What follows belongs to an exercise in optimizing a design on an open flow for small area; a production flow would make more cautious choices. Function was checked by simulation only, so behaviour that the tests miss may differ from the original. Power figures rest on the tool's default switching activity, not on a simulated workload.

<file path="config.mk">
export PLATFORM = sky130hd
export DESIGN_NAME = CPU
export DESIGN_NICKNAME = CPU
export VERILOG_FILES = /design/flow/design.v
export SDC_FILE = /design/flow/constraint.sdc
export NUM_CORES = 4
export LEC_CHECK = 0
export CAP_MARGIN = 20
export CORE_MARGIN = 2
export CORE_UTILIZATION = 40
export SETUP_SLACK_MARGIN = 0.2
export SLEW_MARGIN = 20
</file>
<file path="constraint.sdc">
create_clock -name core_clock -period 15.0 [get_ports {clk}]
set_input_delay 3.0000 -clock core_clock [delete_from_list [all_inputs] [get_ports {clk}]]
set_output_delay 3.0000 -clock core_clock [all_outputs]
set_load 0.01 [all_outputs]
</file>
<file path="design.v">
module CPU (clk,reset,pc,inst,Addr,Data_I,Data_O,WE,ACK,STB,debug_next_pc);  
    input  clk, reset;                                   
    input  [31:0] inst;                                  
    input  [31:0] Data_I;                                
    input  ACK;
    output [31:0] pc;                                    
    output [31:0] Addr;                                  
    output [31:0] Data_O;                                
    output WE;                                           
    output STB;
    output [31: 0] debug_next_pc;
    reg           wreg;                                  
    reg           wmem,rmem;                             
    reg    [31:0] alu_out;                               
    reg     [4:0] dest_rn;                               
    reg    [31:0] next_pc;                               
    wire   [31:0] pc_plus_4 = pc + 4;                    
    wire  [05:00] opcode = inst[31:26];
    wire  [04:00] rs     = inst[25:21];
    wire  [04:00] rt     = inst[20:16];
    wire  [04:00] rd     = inst[15:11];
    wire  [04:00] sa     = inst[10:06];
    wire  [05:00] func   = inst[05:00];
    wire  [15:00] imm    = inst[15:00];
    wire  [25:00] addr   = inst[25:00];
    wire          sign   = inst[15];
    wire  [31:00] offset = {{14{sign}},imm,2'b00};
    wire  [31:00] j_addr = {pc_plus_4[31:28],addr,2'b00};
    wire i_add  = (opcode == 6'h00) & (func == 6'h20);   
    wire i_sub  = (opcode == 6'h00) & (func == 6'h22);   
    wire i_and  = (opcode == 6'h00) & (func == 6'h24);   
    wire i_or   = (opcode == 6'h00) & (func == 6'h25);   
    wire i_xor  = (opcode == 6'h00) & (func == 6'h26);   
    wire i_sll  = (opcode == 6'h00) & (func == 6'h00);   
    wire i_srl  = (opcode == 6'h00) & (func == 6'h02);   
    wire i_sra  = (opcode == 6'h00) & (func == 6'h03);   
    wire i_jr   = (opcode == 6'h00) & (func == 6'h08);   
    wire i_addi = (opcode == 6'h08);                     
    wire i_andi = (opcode == 6'h0c);                     
    wire i_ori  = (opcode == 6'h0d);                     
    wire i_xori = (opcode == 6'h0e);                     
    wire i_lw   = (opcode == 6'h23);                     
    wire i_sw   = (opcode == 6'h2b);                     
    wire i_beq  = (opcode == 6'h04);                     
    wire i_bne  = (opcode == 6'h05);                     
    wire i_lui  = (opcode == 6'h0f);                     
    wire i_j    = (opcode == 6'h02);                     
    wire i_jal  = (opcode == 6'h03);                     
    reg [31:0] pc;
    always @ (posedge clk or posedge reset) begin
        if (reset) pc <= 0;
        else begin
            if (STB)
                pc <= ACK ? next_pc : pc;
            else
                pc <= next_pc;
        end
    end
    wire   [31:0] data_2_rf = i_lw ? Data_I : alu_out;
    reg    [31:0] regfile [1:31];                        
    wire   [31:0] a = (rs==0) ? 0 : regfile[rs];         
    wire   [31:0] b = (rt==0) ? 0 : regfile[rt];         
    always @ (posedge clk) begin
        if (wreg && (dest_rn != 0)) begin
            regfile[dest_rn] <= data_2_rf;               
        end
    end
    assign WE = wmem;     
    assign Data_O = b;                                
    assign Addr = alu_out;                          
    assign STB = rmem | wmem;
    always @(*) begin
        alu_out = 0;                                     
        dest_rn = rd;                                    
        wreg    = 0;                                     
        wmem    = 0;                                     
        rmem    = 0;                                     
        next_pc = pc_plus_4;
        case (1'b1)
            i_add: begin                                 
                alu_out = a + b;
                wreg    = 1; end
            i_sub: begin                                 
                alu_out = a - b;
                wreg    = 1; end
            i_and: begin                                 
                alu_out = a & b;
                wreg    = 1; end
            i_or: begin                                  
                alu_out = a | b;
                wreg    = 1; end
            i_xor: begin                                 
                alu_out = a ^ b;
                wreg    = 1; end
            i_sll: begin                                 
                alu_out = b << sa;
                wreg    = 1; end
            i_srl: begin                                 
                alu_out = b >> sa;
                wreg    = 1; end
            i_sra: begin                                 
                alu_out = $signed(b) >>> sa;
                wreg    = 1; end
            i_jr: begin                                  
                next_pc = a; end
            i_addi: begin                                
                alu_out = a + {{16{sign}},imm};
                dest_rn = rt;
                wreg    = 1; end
            i_andi: begin                                
                alu_out = a & {16'h0,imm};
                dest_rn = rt;
                wreg    = 1; end
            i_ori: begin                                 
                alu_out = a | {16'h0,imm};
                dest_rn = rt;
                wreg    = 1; end
            i_xori: begin                                
                alu_out = a ^ {16'h0,imm};
                dest_rn = rt;
                wreg    = 1; end
            i_lw: begin                                  
                alu_out = a + {{16{sign}},imm};
                dest_rn = rt;
                rmem    = 1;
                wreg    = 1; end
            i_sw: begin                                  
                alu_out = a + {{16{sign}},imm};
                wmem    = 1; end
            i_beq: begin                                 
                if (a == b) 
                  next_pc = pc_plus_4 + offset; end
            i_bne: begin                                 
                if (a != b) 
                  next_pc = pc_plus_4 + offset; end
            i_lui: begin                                 
                alu_out = {imm,16'h0};
                dest_rn = rt;
                wreg    = 1; end
            i_j: begin                                   
                next_pc = j_addr; end
            i_jal: begin                                 
                alu_out = pc_plus_4;
                wreg    = 1;
                dest_rn = 5'd31;
                next_pc = j_addr; end
            default: ;
        endcase
        wreg = STB ? wreg & ACK : wreg;
    end
    assign debug_next_pc = next_pc;
endmodule
</file>
<file path="run.sh">
#!/bin/bash
# synth_recipe.tcl (not shown) runs the flow's synth.tcl, then flattens the netlist and writes it again
# the make line also repeats each setting of config.mk as NAME=value (left out here)
make -C /OpenROAD-flow-scripts/flow DESIGN_CONFIG=/design/flow/config.mk WORK_HOME=/design/flow/orfs CLKGATE_MAP_FILE= SYNTH_SCRIPT=/design/flow/synth_recipe.tcl finish
</file>
==> notes.md <==
- Seq/Total Area, Yosys: 0.482
- WS Path Type: primary input to output pin
- Post-layout min period: approximately 15 ns
- Slew Viols, Final: 0
- Final period utilization: 0.967
- Share of layout cells above drive strength 1: 0.160
- Hold WS: 0.551 ns
- Static leakage: 25.8 nW
- RSZ-0062 raised after global routing: false
- Total GRT Usage: 0.347
- Pwr/cell area: 119 mW/mm²
- Crit end category: output pin
- Setup violators final: 0
- Mapped Nets: 5489
- IO Pins: 197
- Register bit total from synthesis: 1024
- Standard-cell rows: 146
- CTS root buf: clkbuf_16
- Reg-to-reg setup timing slack: 7.48 ns
- Inst Count DP: between 7000 and 8000
- Reg clk slew, reported paths: roughly 0.06 ns
- Pin count of the biggest net entering global routing: 91
- Fin. Hold Viols: 0
- VDD IR max: 0.103 mV
- Slew @ Worst Pin: about 1.3 ns
- Post-synthesis cell type count: 107
- Status: timing/DRC/antenna clean
- Antenna violations before repair: 20
- Die area: 0.162 mm²
- MaxCap Viol Count: 0
- Layout area overhead: 13.6%
- Req. time, crit path: 12.00 ns
- Die H: 402 µm
- EDFF count, synth: 992
- Worst setup path end: Addr[31]
- # H-tree levels: 3
- First-pass GRT wire length: 396 mm
- R2r worst-path depth: 18
- Synthesis Warnings: 1
- Setup repair bufs after CTS: 0
- Final HPWL DP: 197 mm
- Pre-antenna DRT Iters: 8
- Max_slew headroom: 0.130
- CTS tree: yes
- Worst hold path type: register to register
- CP Launch Point: inst[19]
- DRT iter0 DRCs: ~7600
- Core area: 0.158 mm²
- Share of async-settable or async-resettable flops after synthesis: 0.0313
- Routed len/inst: 38.2 µm
- Vias/cell: 6.93
- Initial core utilization: 0.402
- Synth Instances: 5240
- Synth Cell Area: 0.0635 mm²
- RR Startpoint: regfile[23][2]$_DFFE_PP_
- Max Fclk: 68.9 MHz
- Grt ovf: 0
- Post-Place Cell Area: about 0.07 mm²
- Nets@finish: 5631
- Post-CTS Resized: 0
- Final ANT Viol Nets: 0
- PortBufs: approximately 200
- Avg Inst Size Synth: around 12 µm²
- Worst skew pair latency: 0.76 ns
- Setup TNS: 0 ns
- Total number of vias: 52300
- Clock skew: 0.0682 ns
- Startpoint types: primary input
- Crit path max fanout: 21
- Hold_buf cts: 0
- Final wirelength: about 290 mm
- DIE WIDTH: just over 400 µm
- Post-route cell area: around 0.072 mm²
- RR Endpoint: regfile[27][10]$_DFFE_PP_
- Num Clock Sinks: 1024
- Routability Congestion: 1.04
- Top_reg_cell synth: edfxtp_1
- Residual DRC count: 0
- Vias in the first global route: 49900
- Non-Filler Instances: 7550
- Clk buf depth: 3
- Data arrival time of the critical path: 11.50 ns
- CTS Buf Count: approximately 110
-- through the flow --
stage,utilization,setup slack [ns],power (W)
finish,0.457,0.497,0.00856
global route,0.457,0.406,0.00881
CTS,0.456,0.798,0.00852
detailed placement,0.433,0.831,0.00574
global placement,0.433,0.924,0.00574
floorplan,-,2.50,0.00471
-- cell usage after synthesis (19+ instances only) --
master / n / area (µm²)
edfxtp_1: 992 / 29800
mux2i_1: 497 / 4970
nor2_1: 354 / 1330
nand2_1: 298 / 1120
a21oi_1: 297 / 1490
mux4_2: 273 / 6150
clkbuf_1: 245 / 920
o21ai_0: 230 / 1150
ha_1: 178 / 2230
o221ai_1: 143 / 1250
inv_1: 142 / 533
o22ai_1: 126 / 788
a211oi_1: 102 / 766
nor3_1: 98 / 490
nand3_1: 70 / 350
a21o_1: 68 / 510
mux2_2: 65 / 732
buf_2: 64 / 320
xnor2_1: 60 / 526
a221oi_1: 59 / 517
a22oi_1: 55 / 413
nand2b_1: 37 / 231
o211ai_1: 37 / 278
a31oi_1: 34 / 213
nor2b_1: 33 / 206
nor4_1: 33 / 206
dfrtp_1: 32 / 801
buf_1: 30 / 113
o21a_1: 30 / 225
o22a_1: 30 / 263
a221o_1: 28 / 280
nand4_1: 27 / 169
xor2_1: 27 / 236
and3_1: 26 / 163
a22o_1: 25 / 219
o21bai_1: 25 / 188
buf_4: 24 / 180
buf_6: 22 / 248
a2111oi_0: 19 / 166
-- state kept, by name (all words and copies together), names as in the netlist --
signal,flops
pc,32
regfile,992
-- layer usage --
metal  vias up  GRT usage  share of wire
met5         -          0        0.00021
met4        10      0.207          0.071
met3       801     0.0747           0.11
met2      3639      0.529           0.44
met1     26600      0.454           0.38
li1      21300          -              -
-- layout by cell type, fill, tap and decap left out, types with 69 or more instances in the layout --
cell type        instances
mux4_2                 273
clkdlybuf4s50_1        182
clkbuf_16              109
inv_1                  139
edfxtp_1               992
a21oi_1                296
ha_1                   178
nand3_1                 69
o21ai_0                224
o221ai_1               143
a211oi_1               102
buf_4                  212
nor3_1                  93
mux2i_1                497
nand2_1                297
nor2_1                 319
o22ai_1                126
-- area by class of cell --
type | count | area (µm²)
Inverter | 148 | 556
Antenna cell | 4 | 10.0
Clock inverter | 79 | 892
Clock buffer | 123 | 2780
Tap cell | 2072 | 2590
Timing Repair Buffer | 423 | 3820
Multi-Input combinational cell | 3677 | 30900
Fill cell | 14200 | 85900
Sequential cell | 1024 | 30600
-- report_power, final --
| part | switching, W | total [W] | leakage [nW] | internal [W] |
|---|---|---|---|---|
| sequential | 0.0000680 | 0.00332 | 9.56 | 0.00325 |
| combinational | 0.00158 | 0.00244 | 14.4 | 0.000865 |
| clock | 0.00119 | 0.00280 | 1.80 | 0.00161 |
| total | 0.00283 | 0.00856 | 25.8 | 0.00573 |
-- cells by family after synthesis --
logic type      synth area share
compound gates             0.167
simple gates              0.0777
flops                      0.482
mux                        0.187
buf+inv                   0.0384
fa+ha+maj                 0.0363
xor+xnor                  0.0120
-- worst max-delay path, stage by stage --
cell and delay (ns):
clkdlybuf4s50_1 1.23, buf_4 0.25, or3b_2 0.78, o22ai_1 0.21, a2111oi_0 0.63, a21oi_1 0.35, nand2_1 0.21, ha_1 0.39
and2_1 0.24, a221o_1 0.33, a31o_2 0.29, a2111oi_0 0.55, buf_4 0.25, o21a_1 0.24, a21oi_1 0.10, or2_2 0.32
a41oi_1 0.34, o21ai_0 0.18, xor2_1 0.17, a221oi_1 0.73, nand2_1 0.13, clkdlybuf4s50_1 0.51
-- worst min-delay path by stage --
stage,from,to,slack (ns),depth (start not counted)
floorplan,pc[25]$_DFFE_PP0P_,pc[25]$_DFFE_PP0P_,0.56,2
global placement,pc[25]$_DFFE_PP0P_,pc[25]$_DFFE_PP0P_,0.53,2
detailed placement,pc[30]$_DFFE_PP0P_,pc[30]$_DFFE_PP0P_,0.54,1
CTS,pc[30]$_DFFE_PP0P_,pc[30]$_DFFE_PP0P_,0.55,1
global route,pc[30]$_DFFE_PP0P_,pc[30]$_DFFE_PP0P_,0.57,1
finish,pc[30]$_DFFE_PP0P_,pc[30]$_DFFE_PP0P_,0.55,1

## port drivers added, routing unchanged
The flow's constraints put no driver on any port. The routed layout listed below was extracted and timed again, unchanged, in two steps.
Step 1, drivers: a clkbuf_16 drives clk and a buf_2 each remaining input, both assumed.
Step 2, shift: input delay + t, output delay - t, t = (earliest + latest rising clock arrival at the registers) / 2. This alone moves slack from input paths to output paths.
Three values: no drivers, after step 1, after step 2; two values: the first two.
shift t [ns]: 0.819
setup WS [ns]: 0.497 / 0.475 / 0.475
hold WS [ns]: 0.551 / 0.551 / 0.551
worst setup path at the end: input to output
After both steps this run still meets setup and hold. For this run, drivers alone change the setup slack by -0.022 ns; drivers and shift together by -0.022 ns.
